Context: an optimization exercise on an open-source flow, tuned for small area. The choices shown serve that exercise and are no tape-out recipe.
The RTL of this run was laid out without a check of its function.

`flow/run.sh`:
```
#!/bin/bash
# synth_recipe.tcl (not shown) runs the flow's synth.tcl, then flattens the netlist and writes it again
# the make line also repeats each setting of config.mk as NAME=value (left out here)
make -C /OpenROAD-flow-scripts/flow DESIGN_CONFIG=/design/flow/config.mk WORK_HOME=/design/flow/orfs CLKGATE_MAP_FILE= SYNTH_SCRIPT=/design/flow/synth_recipe.tcl finish
```
`flow/design.v`:
```
`timescale 1ns / 1ps
module nonuniform_top_v0 #(
    parameter IMAGE_WIDE_LENGTH = 256    ,
    parameter IMAGE_HIGH_LENGTH = 192    ,
    parameter ADDRS_DW          = 21     ,
    parameter DW                = 16
) (
    input                               i_rst_n                 ,
    input                               i_clk                   ,
    input   [DW-1:0]                    i_data                  ,
    input                               i_hs                    ,
    input                               i_vs                    ,
    input   [3:0]                       i_clac_b_mean_num       ,
    input                               i_clac_b_en             ,
    input   [ADDRS_DW-1:0]              i_b_addrs               ,
    output                              o_clac_b_done           ,
    input   [3:0]                       i_data_sel              ,
    input   [ADDRS_DW-1:0]              i_k_addrs               ,
    input                               i_init_k_load           ,
    output                              o_bp_type               ,
    output  [DW-1:0]                    o_data                  ,
    output  [DW-1:0]                    o_calc_b_mean_data      ,
    output  [DW-1:0]                    o_center_y16_data       ,
    output  [DW-1:0]                    o_sub_aver_y16          ,
    output                              o_hs                    ,
    output                              o_vs                    ,
    output                              o_mem_wr_start          ,
    output   [ADDRS_DW-1:0]             o_mem_wr_addrs          ,
    output   [ADDRS_DW-1:0]             o_mem_wr_lengths        ,
    output   [DW-1:0]                   o_mem_wr_data           ,
    output                              o_mem_wr_data_vld       ,
    output                              o_mem_rd0_start         ,
    output   [ADDRS_DW-1:0]             o_mem_rd0_addrs         ,
    output   [ADDRS_DW-1:0]             o_mem_rd0_lengths       ,
    input    [DW-1:0]                   i_mem_rd0_data          ,
    output                              o_mem_rd0_data_req      ,
    output                              o_mem_rd1_start         ,
    output   [ADDRS_DW-1:0]             o_mem_rd1_addrs         ,
    output   [ADDRS_DW-1:0]             o_mem_rd1_lengths       ,
    input    [DW-1:0]                   i_mem_rd1_data          ,
    output                              o_mem_rd1_data_req
);
localparam IMAGE_LENGTH = IMAGE_WIDE_LENGTH * IMAGE_HIGH_LENGTH;
reg     [12:0]  vsd;
reg     [10:0]  hsd;
always @(posedge i_clk) begin
    vsd <= {vsd[11:0], i_vs};
    hsd <= {hsd[9:0], i_hs};
end
assign o_vs = vsd[10];
assign o_hs = hsd[10];
wire    pix_vld   = i_hs & i_vs;
wire    frame_end = vsd[12] & ~vsd[11];
assign o_mem_rd0_data_req = pix_vld;
assign o_mem_rd1_data_req = pix_vld;
assign o_mem_rd0_addrs    = i_b_addrs;
assign o_mem_wr_addrs     = i_b_addrs;
assign o_mem_rd1_addrs    = i_k_addrs;
assign o_mem_rd0_lengths  = IMAGE_LENGTH;
assign o_mem_rd1_lengths  = IMAGE_LENGTH;
assign o_mem_wr_lengths   = IMAGE_LENGTH;
reg             rd_start;
reg     [1:0]   sel;             
reg             init_k_load;
always @(posedge i_clk) begin
    rd_start <= frame_end;
    if (frame_end) begin
        case (i_data_sel)
        4'b0010: sel <= 2'd1;
        4'b0100: sel <= 2'd2;
        4'b1000: sel <= 2'd3;
        default: sel <= 2'd0;
        endcase
        init_k_load <= i_init_k_load;
    end
end
assign o_mem_rd1_start = rd_start;
reg             calc_en;         
reg     [DW-1:0] data_dly;
always @(posedge i_clk) begin
    data_dly <= i_data;
end
wire    [DW-1:0]    b_word  = calc_en ? 16'd1 : i_mem_rd0_data;
wire    [14:0]      k_word  = init_k_load ? 15'd8192 : i_mem_rd1_data[14:0];
wire    [DW-1:0]    x_sub_b = data_dly - b_word;
wire signed [31:0]  prod    = $signed({1'b0, k_word}) * $signed(x_sub_b);
wire    [18:0]      y19     = prod[31:13];
reg     [DW-1:0]    y16;
always @(*) begin
    if ((y19[18] == 1'b0) && (|y19[17:15]))
        y16 = 16'h7FFF;
    else if ((y19[18] == 1'b1) && (y19[17:15] != 3'b111))
        y16 = 16'h8000;
    else
        y16 = y19[15:0];
end
reg     [DW-1:0]    out_word;
always @(*) begin
    case (sel)
    2'd1:    out_word = data_dly;
    2'd2:    out_word = b_word;
    2'd3:    out_word = {1'b0, k_word};
    default: out_word = y16;
    endcase
end
reg     [DW-1:0]    pipe [0:9];
reg     [9:0]       bp_pipe;
integer i;
always @(posedge i_clk) begin
    pipe[0] <= out_word;
    for (i = 1; i < 10; i = i + 1)
        pipe[i] <= pipe[i-1];
    bp_pipe <= {bp_pipe[8:0], i_mem_rd1_data[DW-1]};
end
assign o_data    = pipe[9];
assign o_bp_type = bp_pipe[9];
reg     [7:0]   hcnt;
reg     [7:0]   vcnt;
wire            line_end = i_hs & (hcnt == 8'd255);
always @(posedge i_clk) begin
    if (!i_vs)
        hcnt <= 8'd0;
    else if (i_hs)
        hcnt <= hcnt + 1'b1;
    if (!i_vs)
        vcnt <= 8'd0;
    else if (line_end && (vcnt != IMAGE_HIGH_LENGTH - 1))
        vcnt <= vcnt + 1'b1;
end
wire    center_in = pix_vld && (hcnt == (IMAGE_WIDE_LENGTH >> 1) - 1)
                            && (vcnt == (IMAGE_HIGH_LENGTH >> 1) - 1);
reg     [3:0]       ccnt;        
reg     [DW-1:0]    center_y16;
reg     [DW-1:0]    center_out;
always @(posedge i_clk) begin
    if (center_in)
        ccnt <= 4'd10;
    else if (ccnt != 4'd0)
        ccnt <= ccnt - 1'b1;
    if (ccnt == 4'd10)
        center_y16 <= y16;
    if (ccnt == 4'd1)
        center_out <= center_y16;
end
assign o_center_y16_data = center_out;
reg     [1:0]   calc_en_dly;
reg             calc_sync;
reg             calc_done;
wire            vs_fall = vsd[1] & ~vsd[0];
wire            vs_rise = ~vsd[1] & vsd[0];
always @(posedge i_clk or negedge i_rst_n) begin
    if (!i_rst_n) begin
        calc_en_dly <= 2'b00;
        calc_sync   <= 1'b0;
        calc_en     <= 1'b0;
    end
    else begin
        calc_en_dly <= {calc_en_dly[0], i_clac_b_en};
        if (vs_fall && calc_sync)
            calc_sync <= 1'b0;
        else if ((calc_en_dly == 2'b01) && !calc_sync)
            calc_sync <= 1'b1;
        if (calc_en && calc_done)
            calc_en <= 1'b0;
        else if (vs_fall && calc_sync)
            calc_en <= 1'b1;
    end
end
reg     [7:0]   start_cnt;
reg     [5:0]   fcnt;
reg             wr_start;
reg             mean_en;
reg             calc_en_d;       
reg     [1:0]   round_d;         
always @(posedge i_clk) begin
    if (!calc_en)
        start_cnt <= 8'h0f;
    else if (i_vs)
        start_cnt <= 8'h00;
    else if (start_cnt != 8'hFF)
        start_cnt <= start_cnt + 8'h01;
    wr_start <= (start_cnt == 8'hF0);
    if (!calc_en)
        fcnt <= 6'd0;
    else if (start_cnt == 8'h0A)
        fcnt <= fcnt + 6'd1;
    case (i_clac_b_mean_num)
    4'b0001: calc_done <= (start_cnt == 8'h0A) && (fcnt > 6'd2 );
    4'b0010: calc_done <= (start_cnt == 8'h0A) && (fcnt > 6'd6 );
    4'b1000: calc_done <= (start_cnt == 8'h0A) && (fcnt > 6'd30);
    default: calc_done <= (start_cnt == 8'h0A) && (fcnt > 6'd14);
    endcase
    if (fcnt == 6'd0)
        mean_en <= 1'b0;
    else if (wr_start) begin
        case (i_clac_b_mean_num)
        4'b0001: if (fcnt == 6'd3 ) mean_en <= 1'b1;
        4'b0010: if (fcnt == 6'd7 ) mean_en <= 1'b1;
        4'b1000: if (fcnt == 6'd3 ) mean_en <= 1'b1;
        default: if (fcnt == 6'd15) mean_en <= 1'b1;
        endcase
    end
    calc_en_d <= calc_en;
    case (i_clac_b_mean_num)
    4'b0001: round_d <= 2'd0;
    4'b0010: round_d <= 2'd1;
    4'b1000: round_d <= 2'd3;
    default: round_d <= 2'd2;
    endcase
end
assign o_clac_b_done   = calc_done;
assign o_mem_wr_start  = wr_start;
assign o_mem_rd0_start = calc_en ? wr_start : rd_start;
wire    [16:0]  add_full = {1'b0, data_dly} + ({15'd0, 2'b10} << round_d);
wire    [14:0]  add_q    = calc_en_d ? add_full[16:2] : 15'd0;
wire    [DW-1:0] rd_word = calc_en ? i_mem_rd0_data : 16'd1;
reg     [DW-1:0] add_sh;
always @(*) begin
    case (i_clac_b_mean_num)
    4'b0001: add_sh = {1'b0, add_q};
    4'b0010: add_sh = {2'b0, add_q[14:1]};
    4'b1000: add_sh = {4'b0, add_q[14:3]};
    default: add_sh = {3'b0, add_q[14:2]};
    endcase
end
reg     [DW-1:0]    wr_data;
always @(posedge i_clk) begin
    wr_data <= add_sh + ((fcnt == 6'd0) ? 16'd0 : rd_word);
end
assign o_mem_wr_data     = wr_data;
assign o_mem_wr_data_vld = hsd[1] & vsd[1];
reg     [31:0]  data_sum;
always @(posedge i_clk) begin
    if (vs_rise && calc_en)
        data_sum <= 32'd0;
    else if (mean_en && o_mem_wr_data_vld)
        data_sum <= data_sum + wr_data;
end
localparam D_IDLE = 2'd0, D_S1 = 2'd1, D_S2 = 2'd2, D_S3 = 2'd3;
reg     [1:0]   dstate;
reg     [4:0]   dcnt;
reg     [1:0]   drem;
reg     [16:0]  dsh;
reg             dvld;
reg     [DW-1:0] mean;
wire    [2:0]   dtrial = {drem, dsh[16]};
wire            dq     = (dtrial >= 3'd3);
wire            dstart = (dstate == D_IDLE) && calc_done;
always @(posedge i_clk) begin
    if (!i_rst_n)
        dstate <= D_IDLE;
    else begin
        case (dstate)
        D_IDLE: if (calc_done) dstate <= D_S1;
        D_S1:   dstate <= D_S2;
        D_S2:   dstate <= (dcnt == 5'd0) ? D_S3 : D_S1;
        default: dstate <= D_IDLE;
        endcase
    end
end
always @(posedge i_clk) begin
    if (dstart)
        dcnt <= 5'd31;
    else if (dstate == D_S2)
        dcnt <= dcnt - 1'b1;
    if (dstart) begin
        drem <= {1'b0, data_sum[31]};
        dsh  <= data_sum[30:14];
    end
    else if ((dstate == D_S2) && (dcnt[4] | (dcnt[3:0] == 4'hF))) begin
        drem <= dq ? (dtrial - 3'd3) : dtrial[1:0];
        dsh  <= {dsh[15:0], dq};
    end
    dvld <= (dstate == D_S3);
    if (dvld)
        mean <= dsh[15:0];
end
assign o_calc_b_mean_data = mean;
assign o_sub_aver_y16     = o_center_y16_data - mean;
endmodule
```
`flow/config.mk`:
```
export PLATFORM = sky130hd
export DESIGN_NAME = nonuniform_top_v0
export DESIGN_NICKNAME = nonuniform_top_v0
export VERILOG_FILES = /design/flow/design.v
export SDC_FILE = /design/flow/constraint.sdc
export NUM_CORES = 4
export LEC_CHECK = 0
export CAP_MARGIN = 20
export CORE_MARGIN = 2
export CORE_UTILIZATION = 40
export PLACE_DENSITY = 0.6
export SLEW_MARGIN = 20
```
`flow/constraint.sdc`:
```
create_clock -name core_clock -period 10.0 [get_ports {i_clk}]
set_input_delay 2.0000 -clock core_clock [delete_from_list [all_inputs] [get_ports {i_clk}]]
set_output_delay 2.0000 -clock core_clock [all_outputs]
set_load 0.01 [all_outputs]
```
==> results by group <==
Global routing
  – GRT overflow: 0
  – First-pass GRT wire length: 94100 um
  – Initial antenna violation count: 3
  – Pin count of the biggest net entering global routing: 33
  – Vias in the first global route: 17800
  – Tot GR Track Use: 0.195

Layout
  – Final non-filler cell total: 3472
  – Register cell area after layout: 8340 um^2
  – Multi-input logic area: 13600 um^2
  – # fillers: 5514
  – Design Area, Final: 28000 um^2
  – Layout area overhead: 17.5%
  – Finished Core Util: 0.475
  – Final layout net count: 3159
  – Share of cells above drive strength 1: 0.105

Timing
  – Min cycle time layout: 9.81 ns
  – Final worst path period share: 0.981
  – Final worst slack: 0.191 ns
  – Final Max Slew Viols: 0
  – Slew headroom: 0.352
  – Worst Clk Skew: 0.0152 ns
  – Final hold viol count: 0
  – Final setup vio count: 0
  – FMAX: 102 MHz
  – Slew @ Worst Pin: 0.970 ns

Logic synthesis
  – Area leader, netlist: dfxtp_1
  – EDFF count, synth: 69
  – Commonest register cell after synthesis: dfxtp_1
  – Most common cell in the netlist: dfxtp_1
  – Asr flop ratio synth: 0.0105
  – Syn_area_per_cell: 9.67 um^2
  – Ys Warns: 2
  – Register area share after synthesis: 0.350
  – Most frequent cells after synthesis: dfxtp_1 (308), nand2_1 (282), inv_1 (280)
  – Yosys cell types: 83
  – Synth area leaders: dfxtp_1 (26%), fa_1 (15%), ha_1 (11%)
  – Synth top area share: 0.259
  – Gate count of the mapped netlist: 2460
  – FF+latch count, synth: 381
  – Area of the mapped netlist: 23800 um^2

Place
  – Pre-CTS WS: -0.792 ns
  – RePlAce Congestion: 0.891
  – Placed Cells incl. Taps: 3386
  – Area after DPL: 26400 um^2
  – Hpwl dp: 47400 um
  – PortBufs: 151

Worst setup path
  – Top cell by count, worst path: fa_1
  – CP startpoint kind: input port
  – Crit path buf inv count: 7
  – Worst endpoint required time: 10.41 ns
  – Endpoint class of the critical path: flip-flop
  – CP Max Fanout: 9
  – Crit-path max cell delay: 0.54 ns
  – Worst Path Arrival: 10.22 ns
  – Crit path max-delay family: adder cells
  – CP max-delay cell: fa_1
  – Critical path class: in2reg

Run status
  – Status: timing/DRC/antenna clean

Flow run
  – Max_cap viols: 0

Die
  – Placeable Area: 58900 um^2
  – Die Wd: 248 um
  – Initial core utilization: 0.404
  – Die H: 248 um
  – Die area: 61500 um^2
  – Row cnt: 89
  – I/O Pins: 320

Min path
  – Hold WC Path Type: reg2reg

Drt
  – Initial drt markers: 1101
  – Residual DRC: 0
  – Vias/cell: 4.93
  – Vias: 17100
  – Drt wl/cell: 17.0 um
  – Antenna Nets Post-Route: 0
  – First-pass DRT Iterations: 5
  – Final WL: 59100 um

Clocking
  – TritonCTS buffer count: 36
  – Clock latency on the worst-skew pair: 0.54 ns
  – Clock root buffer: clkbuf_16
  – Hold buffers post-CTS: 0
  – H-tree Lvls: 2
  – CTS max path bufs: 3
  – CTS clock-pin slew for the worst setup and hold paths: 0.07 ns
  – Clock tree from TritonCTS: yes
  – Sink Count: 381
-- worst paths after layout --
check	from	endpoint	slack, ns	cells past startpoint
hold reg to reg	pipe[0][7]	pipe[1][7]	0.32	0
hold / removal	pipe[0][7]	pipe[1][7]	0.32	0
min in group asynchronous	i_rst_n	calc_en_dly[0]	1.73	1
max in group asynchronous	i_rst_n	calc_en	7.99	1
setup / recovery	i_mem_rd0_data[6]	pipe[0][14]	0.19	34
setup reg to reg	calc_en	pipe[0][14]	1.18	35
-- area by class of cell --
cell class,instances,area share
Antenna cell,1,0.0000895
Clock buffer,50,0.0374
Clock inverter,15,0.00707
Inverter,280,0.0376
Multi-Input combinational cell,1665,0.486
Sequential cell,381,0.298
Tap cell,773,0.0346
Timing Repair Buffer,307,0.0992
-- state kept, by name (all words and copies together) (netlist names), 4 cells and up --
register	cells
pipe	160
data_sum	32
dsh	17
center_out	16
center_y16	16
data_dly	16
mean	16
wr_data	16
vsd	13
hsd	11
bp_pipe	10
hcnt	8
start_cnt	8
vcnt	8
fcnt	6
dcnt	5
ccnt	4
-- placed cells by master (no fill, tap or decap), types with 7 or more instances in the layout --
cell,synthesis,layout
conb_1,2,63
and3_1,19,18
nand2_1,282,282
nand2b_1,49,47
or3_1,11,11
o211ai_1,8,8
a22o_1,17,17
nand3b_1,8,8
or2_2,7,7
a21oi_1,87,82
dfxtp_1,308,308
clkdlybuf4s50_1,0,146
nand3_1,33,33
o21ai_0,72,56
nor2b_1,37,35
nor2_1,190,188
edfxtp_1,69,69
a21oi_2,12,17
xnor2_1,79,78
nor3_1,24,24
o21ai_1,3,13
o21a_1,12,12
clkbuf_8,0,7
nand4_1,13,13
fa_1,184,182
xor2_1,49,49
and2_1,57,57
ha_1,200,196
a21boi_0,10,10
mux2i_1,20,19
clkbuf_16,0,37
buf_4,127,147
a21o_1,18,18
inv_1,280,280
-- through the flow --
step	hold WS [ns]	setup TNS [ns]
floorplan	0.310	0
global placement	0.310	-18.51
detailed placement	0.312	-22.81
CTS	0.313	0
global route	0.328	-0.832
finish	0.321	0
-- layer usage --
metal / vias to the layer above / track usage / part of all wire
li1: 8226 / - / -
met1: 8201 / 0.262 / 0.45
met2: 566 / 0.315 / 0.45
met3: 135 / 0.0401 / 0.071
met4: 0 / 0.0604 / 0.030
met5: - / 0 / 0
-- kinds of logic (layout without fill, tap and decap cells) --
logic type	count (synthesis)	count (layout)	share of synthesized area
and+or+nand+nor	758	758	0.150
other	2	64	0.000316
buffers and inverters	475	652	0.0955
DFF	381	381	0.350
muxes	21	21	0.00889
adders and majority gates	384	384	0.260
xor gates and xnor gates	129	129	0.0478
AOI/OAI and AO/OA	310	310	0.0867
-- worst register-to-register path, delay by kind of cell, from the launching register on --
kind	cells	cell delay (ns)
AO/OA/AOI/OAI	8	1.57
XOR/XNOR	1	0.17
adder cells (fa/ha/maj)	8	3.63
buffers and inverters	8	1.14
flip-flops	1	0.46
multiplexers	1	0.32
AND/OR/NAND/NOR	9	1.39
-- repair_timing --
action                     CTS  global route
pin swaps                   18            27
buffers inserted            10             8
cloned                       1             0
setup endpoints to repair   30            32
resized for setup           13            37

-- afterwards: timing with drivers on the ports --
No port has a modelled driver above. Below, the same layout with a new extraction and two added sets of constraints.
Step 1 sets driving cells, clkbuf_16 on the clock port and buf_2 on the other inputs (assumed; they add their load-dependent delay and slew).
Step 2, shift: input delay + t, output delay - t, t = (earliest + latest rising clock arrival at the registers) / 2. This alone moves slack from input paths to output paths.
a / b / c = ideal / step 1 / step 2; a / b = the first two.
t (ns): 0.587
slack for setup (ns): 0.191 / 0.190 / -0.397
worst hold slack (ns): 0.321 / 0.321 / 0.321
worst register clock-pin slew, ns: 0.07 / 0.07
With both steps, setup timing fails in this run, where it was met with ideal ports. The setup slack of this run moves by -0.001 ns with the drivers and by -0.588 ns with both steps.
